Source: an optimization exercise on an open RTL-to-GDS flow (aim: a short achievable clock period and few clock cycles). Production flows keep margins and buffers that such runs may drop.
The RTL was checked by simulation tests, not by an equivalence proof against the original design.
No activity file was given, so power comes from the tool's default toggle rates.

[config.mk]
export PLATFORM = sky130hd
export DESIGN_NAME = riscv_cpu
export DESIGN_NICKNAME = riscv_cpu
export VERILOG_FILES = /design/flow/design.v
export SDC_FILE = /design/flow/constraint.sdc
export NUM_CORES = 4
export LEC_CHECK = 0
export CAP_MARGIN = 20
export CORE_MARGIN = 2
export CORE_UTILIZATION = 30
export PLACE_DENSITY = 0.5
export SLEW_MARGIN = 20
[constraint.sdc]
create_clock -name core_clock -period 22.0 [get_ports {clk}]
set_input_delay 4.4000 -clock core_clock [delete_from_list [all_inputs] [get_ports {clk}]]
set_output_delay 4.4000 -clock core_clock [all_outputs]
set_load 0.01 [all_outputs]
[design.v]
`timescale 1ns / 1ps
module ALU(A,B,OP,R,V,Z,N,C);
	parameter WORDSIZE = 32;
	parameter OPSIZE = 4;
	parameter IMMSIZE = 20;
	parameter UI = WORDSIZE - IMMSIZE;
	parameter ADD = 1;
	parameter SUB = 2;
	parameter SLL = 3;
	parameter SRL = 4;
	parameter SRA = 5;
	parameter SLU = 6;	 
	parameter SLT = 7;	 
	parameter OR = 8;
	parameter AND = 9;
	parameter XOR = 10;
	parameter SIU = 11;  
	parameter AIU = 12;  
	parameter JLX = 13;  
	input [WORDSIZE-1:0] A,B;
	input [OPSIZE-1:0]	OP;
	output reg signed [WORDSIZE-1:0]	R;
	output V,N,Z;
	output reg C;
	wire signed [WORDSIZE-1:0] AA, BB;
	wire signA, signB, signR;
	assign AA = A;
	assign BB = B;
	assign signA = A[WORDSIZE-1];
	assign signB = B[WORDSIZE-1];
	assign signR = R[WORDSIZE-1];
	always @(*)
	begin
		case (OP)
			ADD: {C,R} = A + B;
			SUB: {C,R} = A - B;
			SLL: {C,R} = A << B;
			SRL: {C,R} = A >> B;
			SRA: {C,R} = A >>> B;
			SLU: {C,R} = A < B;
			SLT: {C,R} = AA < BB;
			OR : {C,R} = A | B;
			AND: {C,R} = A & B;
			XOR: {C,R} = A ^ B;
			SIU: {C,R} = B << UI;
			AIU: {C,R} = A + (B << UI);
			JLX: {C,R} = A + 4;
			default: {C,R} = 0;
		endcase
	end
	assign V = (OP == ADD) & (signA == signB) & (signR != signA);
	assign N = R[WORDSIZE-1];
	assign Z = !(|R);  
endmodule
`timescale 1ns / 1ps
module BranchLogic(IMM,RS1,PC,HOLD,D,Z,RST,OPCODE,INCR,MSL);
	parameter ZER = 1;
	parameter NZR = 2;
	parameter DAT = 3;
	parameter NDT = 4;
	parameter JLI = 5;
	parameter JLR = 6;
	input [31:0] IMM, PC, D, RS1;
   input [2:0] OPCODE;
   input Z, RST, HOLD;
   output reg [31:0] INCR;
	output MSL;  
	reg ADD_IMMEDIATE;
	wire DATA_NULL, ADD_REGISTER;
	assign DATA_NULL = |D;
	assign ADD_REGISTER = (OPCODE == JLR);
	assign MSL = |INCR[1:0];  
	always @(*)
	begin
		case(OPCODE)
			ZER: ADD_IMMEDIATE = Z;
			NZR: ADD_IMMEDIATE = !Z;
			DAT: ADD_IMMEDIATE = DATA_NULL;
			NDT: ADD_IMMEDIATE = !DATA_NULL;
			JLI: ADD_IMMEDIATE = 1'b1;
			JLR: ADD_IMMEDIATE = 1'b0;
			default: ADD_IMMEDIATE = 1'b0;
		endcase
		if (HOLD) begin
			INCR = PC;
		end else if (ADD_IMMEDIATE) begin
			INCR = PC + IMM;
		end else if (ADD_REGISTER) begin
			INCR = IMM + RS1 + 4;  
		end else begin
			INCR = PC + 4;
		end
	end	
endmodule
`timescale 1ns / 1ps
module BusMux2(
    input [31:0] IN1,
    input [31:0] IN2,
    input SEL,
    output reg [31:0] R
    );
	always @(*)
	begin
		if (SEL) begin
			R = IN1;
		end else begin
			R = IN2;
		end
	end
endmodule
`timescale 1ns / 1ps
module BusMux3(
    input [31:0] IN1,
    input [31:0] IN2,
	 input [31:0] IN3,
    input [1:0] SEL,
    output reg [31:0] R
    );
	always @(*)
	begin
		case (SEL)
			0: R = IN1;
			1: R = IN2;
			2: R = IN3;
			default: R = IN1;
		endcase
	end
endmodule
`timescale 1ns / 1ps
module PC(INCR, CLK, RST, PC);
	input [31:0] INCR;
   input CLK, RST;
   output reg [31:0] PC;
	always @(posedge CLK)
	begin
		if (RST) begin
			PC <= 0;
		end else	begin
			PC <= INCR;
		end
	end
endmodule
`timescale 1ns / 1ps
module RegFile(AW,AR,BR,WE,CLK,D,RST,A,B);
	input WE, CLK, RST;
	reg AWW;
	input [4:0] AW, AR, BR;
	input [31:0] D;
	output [31:0] A, B;
	reg [31:0] memory [31:0];
	integer i;
	always @(posedge CLK)
	begin
		memory[0] <= 0;
		if (RST) begin
			for (i=1;i<=31;i=i+1) begin
				memory[i] <= 0;
			end
		end else if (WE & (AW != 0)) begin
			memory[AW] <= D;
		end		
	end
	assign A = memory[AR];
	assign B = memory[BR];
endmodule
`timescale 1ns / 1ps
module InstrDecode(INSTR,FUNCT7,FUNCT3,OPCODE,IMM,RS1,RS2_SHAMT,RD);
	parameter LUI = 7'b0110111;
	parameter AUIPC = 7'b0010111;
	parameter JAL = 7'b1101111;
	parameter JALR = 7'b1100111;
	parameter BTYPE = 7'b1100011;
	parameter LOADS = 7'b0000011;
	parameter STORES = 7'b0100011;
	parameter ARITHM_I = 7'b0010011;
	parameter ARITHM_R = 7'b0110011;
	input [31:0] INSTR;
	output [6:0] FUNCT7;
	output [3:0] FUNCT3;
	output [6:0] OPCODE;
	output reg signed [31:0] IMM;
	output [4:0] RS1;
	output [4:0] RS2_SHAMT;
	output [4:0] RD;
	wire signed [11:0] IMM_I;
	wire signed [11:0] IMM_S;
	wire signed [12:0] IMM_B;
	wire signed [19:0] IMM_U;
	wire signed [20:0] IMM_J;
	assign OPCODE = INSTR[6:0];
	assign FUNCT7 = INSTR[31:25];
	assign FUNCT3 = INSTR[14:12];
	assign RD = INSTR[11:7];
	assign RS1 = INSTR[19:15];
	assign RS2_SHAMT = INSTR[24:20];
	assign IMM_I = INSTR[31:20];
	assign IMM_S = {INSTR[31:25],INSTR[11:7]};
	assign IMM_B = {INSTR[31],INSTR[7],INSTR[30:25],INSTR[11:8],1'b0};
	assign IMM_U = INSTR[31:12];
	assign IMM_J = {INSTR[31],INSTR[19:12],INSTR[20],INSTR[30:21],1'b0};  
	always @(*)
	begin
		case(OPCODE)
			LUI, AUIPC	: IMM = IMM_U;
			JAL 			: IMM = IMM_J;
			BTYPE			: IMM = IMM_B;
			STORES		: IMM = IMM_S;
			JALR, LOADS, ARITHM_I : IMM = IMM_I;
			default: IMM = 0;
		endcase
	end
endmodule
`timescale 1ns / 1ps
module InstrCache(PC,CLK,RST,IADDR,IDATA,INSTR);
	input [31:0] PC;
	input CLK, RST;
	output [31:0] IADDR;
	input [31:0] IDATA;
	output reg [31:0] INSTR;
	assign IADDR = PC;
	always @(posedge CLK)
	begin
		if (RST)
			INSTR <= {{12{1'b0}},{5{1'b0}},{3{1'b0}},{5{1'b0}},7'b0010011};
		else
			INSTR <= IDATA;
	end
endmodule
`timescale 1ns / 1ps
module Controller(FUNCT7,FUNCT3,OPCODE,RDY,RDY_IO,RST,CLK,HOLD,SELA,SELB,WE,CWE,RREQ,SIGNED,LIM,CMUXSEL,OP,OP_B);
	input [6:0] FUNCT7, OPCODE;
	input [3:0] FUNCT3;
	input RDY, RDY_IO, RST, CLK;
	output reg [2:0] LIM;
	output reg [1:0] CMUXSEL;
	output SELA, SELB, WE, SIGNED;
	output reg HOLD, RREQ, CWE;
	output reg [3:0] OP;
	output reg [2:0] OP_B;
	reg [2:0] state;
	reg restart;
	parameter LUI = 7'b0110111;
	parameter AUIPC = 7'b0010111;
	parameter JAL = 7'b1101111;
	parameter JALR = 7'b1100111;
	parameter BTYPE = 7'b1100011;
	parameter LOADS = 7'b0000011;
	parameter STORES = 7'b0100011;
	parameter ARITHM_I = 7'b0010011;
	parameter ARITHM_R = 7'b0110011;
	parameter ZER = 1;
	parameter NZR = 2;
	parameter DAT = 3;
	parameter NDT = 4;
	parameter JLI = 5;
	parameter JLR = 6;
	parameter ADD = 1;
	parameter SUB = 2;
	parameter SLL = 3;
	parameter SRL = 4;
	parameter SRA = 5;
	parameter SLU = 6;	 
	parameter SLT = 7;	 
	parameter OR = 8;
	parameter AND = 9;
	parameter XOR = 10;
	parameter SIU = 11;  
	parameter AIU = 12;  
	parameter JLX = 13;
	parameter FUNCT3_ADD_SUB = 3'b000;
	parameter FUNCT3_SLL = 3'b001;
	parameter FUNCT3_SLT = 3'b010;
	parameter FUNCT3_SLU = 3'b011;
	parameter FUNCT3_XOR = 3'b100;
	parameter FUNCT3_SRX = 3'b101;
	parameter FUNCT3_OR = 3'b110;
	parameter FUNCT3_AND = 3'b111;
	parameter FUNCT7_DEF = 7'b0000000;
	parameter FUNCT7_MOD = 7'b0100000;
	parameter BEQ = FUNCT3_ADD_SUB;
	parameter BNE = FUNCT3_SLL;
	parameter BLT = FUNCT3_XOR;
	parameter BGE = FUNCT3_SRX;
	parameter BLTU = FUNCT3_OR;
	parameter BGEU = FUNCT3_AND;
	parameter LB = FUNCT3_ADD_SUB;
	parameter LH = FUNCT3_SLL;
	parameter LW = FUNCT3_SLT;
	parameter LBU = FUNCT3_XOR;
	parameter LHU = FUNCT3_SRX;
	parameter SB = FUNCT3_ADD_SUB;
	parameter SH = FUNCT3_SLL;
	parameter SW = FUNCT3_SLT;
	parameter START = 1;
	parameter R_UNSET = 2;
	parameter W_UNSET = 3;
	parameter WAIT = 4;
	parameter CMUX_ALU = 0;
	parameter CMUX_CACHE = 1;
	parameter CMUX_IOCTL = 2;
	assign SELA = !((OPCODE == LUI) | (OPCODE == AUIPC) | (OPCODE == JALR) | (OPCODE == JAL));
	assign SELB = (OPCODE == BTYPE) | (OPCODE == ARITHM_R);
	assign WE = !((OPCODE == STORES) | (OPCODE == BTYPE)); 
	assign SIGNED = !((FUNCT3 == LBU) | (FUNCT3 == LHU) | (OPCODE == STORES)); 
	always @(negedge CLK)
	begin
		if (RST) begin
			state <= START;
			CMUXSEL <= CMUX_ALU;
			HOLD <= 0;
			RREQ <= 0;
			CWE <= 0;
		end else begin
			case (state)
				START: begin
						HOLD <= 0;
						RREQ <= 0;
						CWE <= 0;
						CMUXSEL <= CMUX_ALU;
						if (OPCODE == LOADS) begin
							HOLD <= 1;
							RREQ <= 1;
							state <= R_UNSET;
						end else if (OPCODE == STORES) begin
							HOLD <= 1;
							CWE <= 1;
							state <= W_UNSET;
						end
					end
				R_UNSET: begin
						RREQ <= 0;
						state <= WAIT;
					end
				W_UNSET: begin
						CWE <= 0;
						state <= WAIT;
					end
				WAIT: begin
						if (RDY | RDY_IO) begin
							CMUXSEL <= RDY ? CMUX_CACHE : CMUX_IOCTL;
							HOLD <= 0;
							state <= START;
						end
					end
				default: state <= START;			
			endcase
		end
	end
	always @(*)
	begin
		case (FUNCT3)
			LB,LBU,SB: LIM = 0;
			LH,LHU,SH: LIM = 1;
			default: LIM = 3;
		endcase
		if (OPCODE == BTYPE) begin
			case (FUNCT3)
				BEQ: OP_B = ZER;
				BNE: OP_B = NZR;
				BLT, BLTU: OP_B = DAT;
				BGE, BGEU: OP_B = NDT;
				default: OP_B = 0;
			endcase
		end else if (OPCODE == JAL) begin
			OP_B = JLI;
		end else if (OPCODE == JALR) begin
			OP_B = JLR;
		end else begin
			OP_B = 0;
		end
		if ((OPCODE == AUIPC)) begin
			OP = AIU;
		end else if ((OPCODE ==  JAL) | (OPCODE == JALR)) begin
			OP = JLX;
		end else if ((OPCODE == STORES) | (OPCODE == LOADS)) begin
			OP = ADD;
		end else if (OPCODE == LUI) begin
			OP = SIU;
		end else if (OPCODE == BTYPE) begin
			case (FUNCT3)
				BEQ, BNE: OP = SUB;
				BLT, BGE: OP = SLT;
				BLTU,BGEU:OP = SLU;
				default: OP = 0;
			endcase
		end else begin
			OP_B = 0;
			case(FUNCT3)
				FUNCT3_ADD_SUB: if ((OPCODE == ARITHM_R) & (FUNCT7 == FUNCT7_MOD)) begin
					OP = SUB;
				end else begin
					OP = ADD;
				end
				FUNCT3_SLL: OP = SLL;
				FUNCT3_SLT: OP = SLT;
				FUNCT3_SLU: OP = SLU;
				FUNCT3_XOR: OP = XOR;
				FUNCT3_SRX: if (FUNCT7 == FUNCT7_MOD) begin
					OP = SRA;
				end else begin
					OP = SRL;
				end
				FUNCT3_OR: OP = OR;
				FUNCT3_AND: OP = AND;
				default: OP = 0;
			endcase
		end
	end  
endmodule
`timescale 1ns / 1ps
module CacheController(WE,ADDR,DIN,FOUND,MD,MDO,RREQ,RST,CLK,MADDR,MWE,MRDY,CDOUT,CDIN,CWE,DOUT,RDY,LIM,SIGNED);
	parameter START = 1;
	parameter WAIT = 3;
	parameter CHECK_CACHE = 4;
	parameter WAIT_MREAD = 5;
	parameter CACHE_UPDATE = 6;
	parameter WAIT_MWRITE = 7;
	parameter MREAD_BUF = 8;
	parameter W_MASK_B = {{24{1'b0}},{8{1'b1}}};
	parameter W_MASK_H = {{16{1'b0}},{16{1'b1}}};
	parameter W_MASK_W = {32{1'b1}};
	input [31:0] ADDR, DIN, CDOUT;
	input [2:0] LIM;
	input [7:0] MD;   
	output [7:0] MDO;  
	output reg[31:0] MADDR, DOUT;
	output reg[31+3+1:0] CDIN;
	input WE, CLK, FOUND, RREQ, MRDY, RST, SIGNED;
	output reg MWE, CWE, RDY;
	reg [31:0] mask;  
	reg [3:0] state;
	reg [7:0] mdin [3:0];
	reg [7:0] rbuf [3:0];
	reg [2:0] incr;
	wire [31:0] flattened;
	wire io_flag;
	assign MDO = mdin[incr];
	assign flattened = {rbuf[3],rbuf[2],rbuf[1],rbuf[0]};
	assign io_flag = ADDR[31];
	always @(*)
	begin
		case(LIM)
			0: mask = W_MASK_B;
			1: mask = W_MASK_H;
			default: mask = W_MASK_W;
		endcase
	end
	always @(posedge CLK)
	begin
		if (RST) begin
			state <= START;
			MWE <= 0;
		end else begin
			case (state)
				START: begin
						RDY <= 1;
						CWE <= 0;
						MWE <= 0;
						incr <= 0;
						state <= WAIT;
					end
				WAIT: begin
						RDY <= 0;
						CDIN <= {SIGNED,LIM,(DIN & mask)};
						MADDR <= ADDR;
						if (WE & !io_flag) begin
							MWE <= 1;
							{mdin[3],mdin[2],mdin[1],mdin[0]} <= DIN;
							state <= WAIT_MWRITE;
						end else if (RREQ & !io_flag) begin
							{rbuf[3],rbuf[2],rbuf[1],rbuf[0]} <= {32{1'b0}};
							state <= CHECK_CACHE;
						end
					end
				CHECK_CACHE: begin
						if (FOUND) begin
							DOUT <= CDOUT;
							state <= START;
						end else begin
							state <= WAIT_MREAD;
						end
					end
				WAIT_MREAD: begin
						if (MRDY) begin
							state <= MREAD_BUF;
						end
					end
				MREAD_BUF: begin
						MADDR <= MADDR + 1;
						incr <= incr + 1;
						rbuf[incr] <= MD;
						if (incr >= LIM) begin						
							state <= CACHE_UPDATE;
						end else begin
							state <= WAIT_MREAD;
						end
					end
				CACHE_UPDATE: begin
						case (LIM)
							0: {CDIN,DOUT} <= {SIGNED,LIM,{2{{24{(SIGNED & flattened[7])}},flattened[7:0]}}};
							1: {CDIN,DOUT} <= {SIGNED,LIM,{2{{16{(SIGNED & flattened[15])}},flattened[15:0]}}};
							default: {CDIN,DOUT} <= {SIGNED,LIM,{2{flattened}}};
						endcase
						state <= START;
					end
				WAIT_MWRITE: begin
						if (MRDY) begin
							if (incr >= LIM) begin
								state <= START;
							end else begin
								MADDR <= MADDR + 1;
								incr <= incr + 1;
							end
						end
					end
				default: state <= START;
			endcase
		end  
	end  
endmodule
`timescale 1ns / 1ps
module CacheTop(ADDR,DIN,WE,RREQ,LIM,SIGNED,RST,CLK,DOUT,RDY,MADDR,MDI,MDO,MWE);
	input [31:0] ADDR, DIN;
	input [2:0] LIM;  
	input WE, CLK, RREQ, RST, SIGNED;
	output [31:0] DOUT;
	output RDY;
	output [31:0] MADDR;
	input [7:0] MDI;
	output [7:0] MDO;
	output MWE;
	wire [31:0] CDOUT;
	wire [31+3+1:0] CDIN;
	wire FOUND, CWE, MRDY;
   CacheController controller (
    .WE(WE), 
    .ADDR(ADDR), 
    .DIN(DIN), 
    .FOUND(FOUND), 
    .MD(MDI), 
    .MDO(MDO), 
	 .RREQ(RREQ),
    .RST(RST), 
    .CLK(CLK), 
    .MADDR(MADDR), 
    .MWE(MWE), 
    .MRDY(MRDY), 
    .CDOUT(CDOUT), 
    .CDIN(CDIN), 
    .CWE(CWE), 
    .DOUT(DOUT), 
    .RDY(RDY),
	 .LIM(LIM),
	 .SIGNED(SIGNED)
    );
	assign CDOUT = 0;
	assign FOUND = 0;
	assign MRDY = 1'b1;
endmodule
`timescale 1ns / 1ps
module riscv_cpu(clk, 
           rst, 
           imem_addr, 
           imem_data, 
           mem_addr, 
           mem_wdata, 
           mem_we, 
           mem_rdata);
    input clk;
    input rst;
   output [31:0] imem_addr;
    input [31:0] imem_data;
   output [31:0] mem_addr;
   output [7:0] mem_wdata;
   output mem_we;
    input [7:0] mem_rdata;
   wire [31:0] A;
   wire [31:0] B;
   wire C;
   wire N;
   wire V;
   wire MSL;
   wire [31:0] XLXN_9;
   wire [3:0] XLXN_12;
   wire [6:0] XLXN_25;
   wire [3:0] XLXN_26;
   wire [6:0] XLXN_27;
   wire [31:0] XLXN_42;
   wire XLXN_64;
   wire XLXN_65;
   wire [31:0] XLXN_108;
   wire [31:0] XLXN_118;
   wire [31:0] XLXN_232;
   wire [31:0] XLXN_233;
   wire [31:0] XLXN_243;
   wire [31:0] XLXN_245;
   wire [4:0] XLXN_257;
   wire [4:0] XLXN_258;
   wire [4:0] XLXN_259;
   wire XLXN_261;
   wire [31:0] XLXN_263;
   wire [2:0] XLXN_266;
   wire XLXN_269;
   wire XLXN_271;
   wire [2:0] XLXN_272;
   wire [31:0] XLXN_319;
   wire XLXN_320;
   wire XLXN_321;
   wire [1:0] XLXN_326;
   wire XLXN_327;
   wire XLXN_328;
   wire Z;
   wire DCLK;
   wire RST;
   assign DCLK = clk;
   assign RST = rst;
   assign XLXN_319 = 32'd0;
   assign XLXN_327 = 1'b0;
   InstrDecode  XLXI_2 (.INSTR(XLXN_108[31:0]), 
                       .FUNCT3(XLXN_26[3:0]), 
                       .FUNCT7(XLXN_25[6:0]), 
                       .IMM(XLXN_118[31:0]), 
                       .OPCODE(XLXN_27[6:0]), 
                       .RD(XLXN_257[4:0]), 
                       .RS1(XLXN_259[4:0]), 
                       .RS2_SHAMT(XLXN_258[4:0]));
   RegFile  XLXI_5 (.AR(XLXN_259[4:0]), 
                   .AW(XLXN_257[4:0]), 
                   .BR(XLXN_258[4:0]), 
                   .CLK(DCLK), 
                   .D(XLXN_263[31:0]), 
                   .RST(RST), 
                   .WE(XLXN_261), 
                   .A(A[31:0]), 
                   .B(B[31:0]));
   ALU  XLXI_10 (.A(XLXN_9[31:0]), 
                .B(XLXN_42[31:0]), 
                .OP(XLXN_12[3:0]), 
                .C(C), 
                .N(N), 
                .R(XLXN_232[31:0]), 
                .V(V), 
                .Z(Z));
   BusMux2  XLXI_17 (.IN1(B[31:0]), 
                    .IN2(XLXN_118[31:0]), 
                    .SEL(XLXN_64), 
                    .R(XLXN_42[31:0]));
   BusMux2  XLXI_18 (.IN1(A[31:0]), 
                    .IN2(XLXN_245[31:0]), 
                    .SEL(XLXN_65), 
                    .R(XLXN_9[31:0]));
   PC  XLXI_19 (.CLK(DCLK), 
               .INCR(XLXN_243[31:0]), 
               .RST(RST), 
               .PC(XLXN_245[31:0]));
   BranchLogic  XLXI_20 (.D(XLXN_263[31:0]), 
                        .HOLD(XLXN_269), 
                        .IMM(XLXN_118[31:0]), 
                        .OPCODE(XLXN_266[2:0]), 
                        .PC(XLXN_245[31:0]), 
                        .RST(RST), 
                        .RS1(A[31:0]), 
                        .Z(Z), 
                        .INCR(XLXN_243[31:0]), 
                        .MSL(MSL));
   InstrCache  XLXI_21 (.CLK(DCLK), 
                       .RST(RST), 
                       .PC(XLXN_243[31:0]), 
                       .IADDR(imem_addr[31:0]), 
                       .IDATA(imem_data[31:0]), 
                       .INSTR(XLXN_108[31:0]));
   CacheTop  XLXI_22 (.ADDR(XLXN_232[31:0]), 
                     .CLK(DCLK), 
                     .DIN(B[31:0]), 
                     .LIM(XLXN_272[2:0]), 
                     .RREQ(XLXN_321), 
                     .RST(RST), 
                     .SIGNED(XLXN_271), 
                     .WE(XLXN_320), 
                     .DOUT(XLXN_233[31:0]), 
                     .RDY(XLXN_328), 
                     .MADDR(mem_addr[31:0]), 
                     .MDI(mem_rdata[7:0]), 
                     .MDO(mem_wdata[7:0]), 
                     .MWE(mem_we));
   BusMux3  XLXI_56 (.IN1(XLXN_232[31:0]), 
                    .IN2(XLXN_233[31:0]), 
                    .IN3(XLXN_319[31:0]), 
                    .SEL(XLXN_326[1:0]), 
                    .R(XLXN_263[31:0]));
   Controller  XLXI_57 (.CLK(DCLK), 
                       .FUNCT3(XLXN_26[3:0]), 
                       .FUNCT7(XLXN_25[6:0]), 
                       .OPCODE(XLXN_27[6:0]), 
                       .RDY(XLXN_328), 
                       .RDY_IO(XLXN_327), 
                       .RST(RST), 
                       .CMUXSEL(XLXN_326[1:0]), 
                       .CWE(XLXN_320), 
                       .HOLD(XLXN_269), 
                       .LIM(XLXN_272[2:0]), 
                       .OP(XLXN_12[3:0]), 
                       .OP_B(XLXN_266[2:0]), 
                       .RREQ(XLXN_321), 
                       .SELA(XLXN_65), 
                       .SELB(XLXN_64), 
                       .SIGNED(XLXN_271), 
                       .WE(XLXN_261));
endmodule
[run.sh]
#!/bin/bash
# synth_recipe.tcl (not shown) runs the flow's synth.tcl, then flattens the netlist and writes it again
# the make line also repeats each setting of config.mk as NAME=value (left out here)
make -C /OpenROAD-flow-scripts/flow DESIGN_CONFIG=/design/flow/config.mk WORK_HOME=/design/flow/orfs CLKGATE_MAP_FILE= SYNTH_SCRIPT=/design/flow/synth_recipe.tcl finish
==> run notes <==
-- through the flow --
stage               hold WS, ns  setup WS, ns  instances  instance area (um2)
global placement          0.403         0.904      10500                83500
floorplan                 0.400          3.08       7287                78100
global route              0.440        0.0827      10800                88300
CTS                       0.435        0.0731      10800                88200
detailed placement        0.421         0.911      10500                83500
finish                    0.429         0.191      10800                88300
-- routing by layer --
layer  track usage, %  vias up
met5                0        -
met4             17.1       24
met3             7.35      933
met2             43.4     3940
met1             33.9    33000
li1                 -    27300
-- state kept, by name, summed over array words and instances (netlist names), 3 cells and up --
| signal | cells |
|---|---|
| XLXI_19.PC | 32 |
| XLXI_21.INSTR | 32 |
| XLXI_22.controller.DOUT | 32 |
| XLXI_22.controller.MADDR | 32 |
| XLXI_22.controller.incr | 3 |
| XLXI_22.controller.mdin | 32 |
| XLXI_22.controller.rbuf | 32 |
| XLXI_22.controller.state | 4 |
| XLXI_5.memory | 1024 |
| XLXI_57.state | 3 |
-- layout make-up --
class	instances	area, um2	share of cell area (%)
clock buffer	191	3910	4.42
antenna	11	27.5	0.0312
inverter	175	658	0.745
tap	3402	4260	4.82
sequential	1232	35900	40.7
timing repair buffer	397	3360	3.80
multi-input combinational	5281	39400	44.6
clock inverter	84	749	0.849
-- power by group through the flow --
stage	Clock (uW)	Combinational (uW)	Sequential (uW)
after floorplan	2.25	1070	2770
after global placement	2.25	1880	2810
after detailed placement	2.25	1880	2810
after CTS	2440	1890	2760
after global routing	2530	2020	2780
final	2420	1950	2760
-- cell usage after synthesis, drive strengths merged (42+ instances only) --
cell and instances:
ha 214, a21o 68, nor3 105, mux2 51, nand4 43, clkbuf 406
and2 48, nor4 56, inv 167, o211ai 57, xor2 52, mux4 271
a21oi 312, o21ai 193, mux2i 675, a211oi 65, nand3 185, a22oi 273
and3 61, nor2b 55, nand2b 42, buf 193, nor2 1302, o22ai 60
edfxtp 1124, nand2 382, xnor2 103, dfxtp 108
-- final timing paths --
kind	endpoint	slack [ns]	cells past startpoint
worst max-delay path	imem_addr[21]	0.19	14
worst min-delay path	XLXI_22.controller.DOUT[4]	0.43	0
worst max register to register	XLXI_19.PC[21]	5.87	13
worst min register to register	XLXI_22.controller.DOUT[4]	0.43	0
-- cell usage in the layout, fill, tap and decap left out, drive strengths merged, types with 68 or more instances in the layout --
cell           instances
a21o                  68
a21oi                312
a22oi                273
buf                  283
clkbuf               192
clkdlybuf4s50        113
dfxtp                108
edfxtp              1124
ha                   214
inv                  184
mux2i                675
mux4                 271
nand2                382
nand3                185
nor2                1303
nor3                 105
o21ai                193
xnor2                103
-- kinds of logic after synthesis --
family / share of synthesized area, %
other: 0.00481
buffers and inverters: 4.48
DFF: 46.0
xor gates and xnor gates: 1.74
muxes: 17.2
AOI/OAI and AO/OA: 12.9
and+or+nand+nor: 14.0
adders and majority gates: 3.59
==> key figures <==
Clock tree
  • Worst skew pair latency: 0.85 ns
  • CTS Buffer Depth: 3
  • Clock Sinks: 1,232
  • CTS tree: built
  • CTS clk-pin slew, worst paths: 0.06 ns
  • Number of CTS-inserted buffers: 146
  • Cts repair resizes: 0
  • Hold buffer count at cts: 0
  • H-tree levels: 4
  • Post-CTS Setup Inserts: 0
  • CTS root buf: clkbuf_16

Final layout
  • Fin util: 34.1%
  • Area Growth Syn to Fin: 13.2%
  • FILL cells: 25,900
  • Nets@finish: 7,501
  • Share of layout cells above drive strength 1: 14.0%

Worst setup path
  • Max incr delay on CP: 0.64 ns
  • Crit-path max FO: 32
  • Critical path startpoint: XLXI_57.CMUXSEL[0]
  • Startpoint types: flip-flop
  • FF-to-FF Start: XLXI_57.CMUXSEL[0]
  • CP max-delay cell: nand4_1
  • Crit Path Class: reg2out
  • Cell Chain, Critical Path: inv_2 -> buf_16 -> o21bai_2 -> buf_4 -> and4b_1 -> nand4_1 -> nor4_1 -> nand4_1 -> o211a_4 -> nor2_8 -> a2111oi_1 -> buf_4 -> a211oi_1 -> clkdlybuf4s50_1
  • Crit end category: primary output
  • Worst Path Arrival: 17.41 ns
  • CP delay by family, top: buffers and inverters
  • CP required: 17.60 ns
  • CP bufs+invs: 5

Route
  • Via/cell ratio: 6.05
  • Final ANT Viol Nets: 0
  • Drt first pass iters: 6
  • Remaining DRCs: 0
  • Number of DRC markers after the initial detailed-route iteration: 8,989
  • M1 WL: 141,000 um
  • Via count: 65,200
  • WL met2: 169,000 um
  • Top Metal Used: met5
  • WL final: 376,000 um
  • Routed len/inst: 34.9 um
  • Metal3 WL: 39,200 um

Die
  • Starting Density: 30.1%
  • Die area: 0.264 mm2
  • # rows: 187
  • Die Y: 514 um
  • Io pins: 115
  • DIE WIDTH: 514 um
  • Core area: 0.259 mm2

Hold path
  • Worst hold path type: reg2reg
  • Hold_sp: XLXI_22.controller.rbuf[0][4]

Pwr
  • Static leakage: 0.0317 uW
  • Combinational group share of total power: 27.3%
  • Tot Pwr: 7130 uW
  • Worst VDD drop: 0.0000627 V
  • Psw: 2530 uW
  • Power Density: 80.7 mW/mm2
  • Pint: 4590 uW
  • Clock share of power: 33.9%
  • Switching share of power: 35.5%
  • Seq pwr share: 38.8%

Timing
  • Unrepaired setup endpoints after global routing: false
  • Max Clock Skew: 0.0663 ns
  • # setup viols final: 0
  • Slew HR: 16.9%
  • Setup TNS: 0 ns
  • Slew Viols, Final: 0
  • Fin. Hold Viols: 0
  • Slew @ Worst Pin: 1.24 ns

Placement
  • Final HPWL DP: 262,000 um
  • Port Buffer Count: 114
  • Routability congestion estimate: 1.00

Global routing
  • Largest net degree at the start of global routing: 111
  • Vias in the first global route: 63,300
  • Total track usage: 27.7%
  • Grt total ovfl: 0
  • Initial antenna violation count: 27
  • First-pass GRT wire length: 515,000 um

Synthesis
  • Post-Syn Instances: 7,256
  • Share of synthesized registers carrying an async set or reset: 0%
  • Yosys top cell area share: 43.3%
  • Syn Area/Cell: 10.7 um2
  • Syn Std Cell Area: 0.0780 mm2
  • EDFF count, synth: 1,124
  • Sequential share of the synthesized area: 46.0%
  • Post-synth top flop: edfxtp_1
  • Top cells by area, synth: edfxtp_1, mux2i_1, mux4_2, nor2_1, ha_1
  • Warnings from Yosys: 11
  • Leading area contributor after synthesis: edfxtp_1
  • Count of different cell masters after synthesis: 116
  • Seq cells post-synth: 1,232

Flow run
  • MaxCap Viol Count: 0

Run status
  • Outcome: complete, no violations
Testbench counts, summed over its fixed seeds: cycles 99,251.
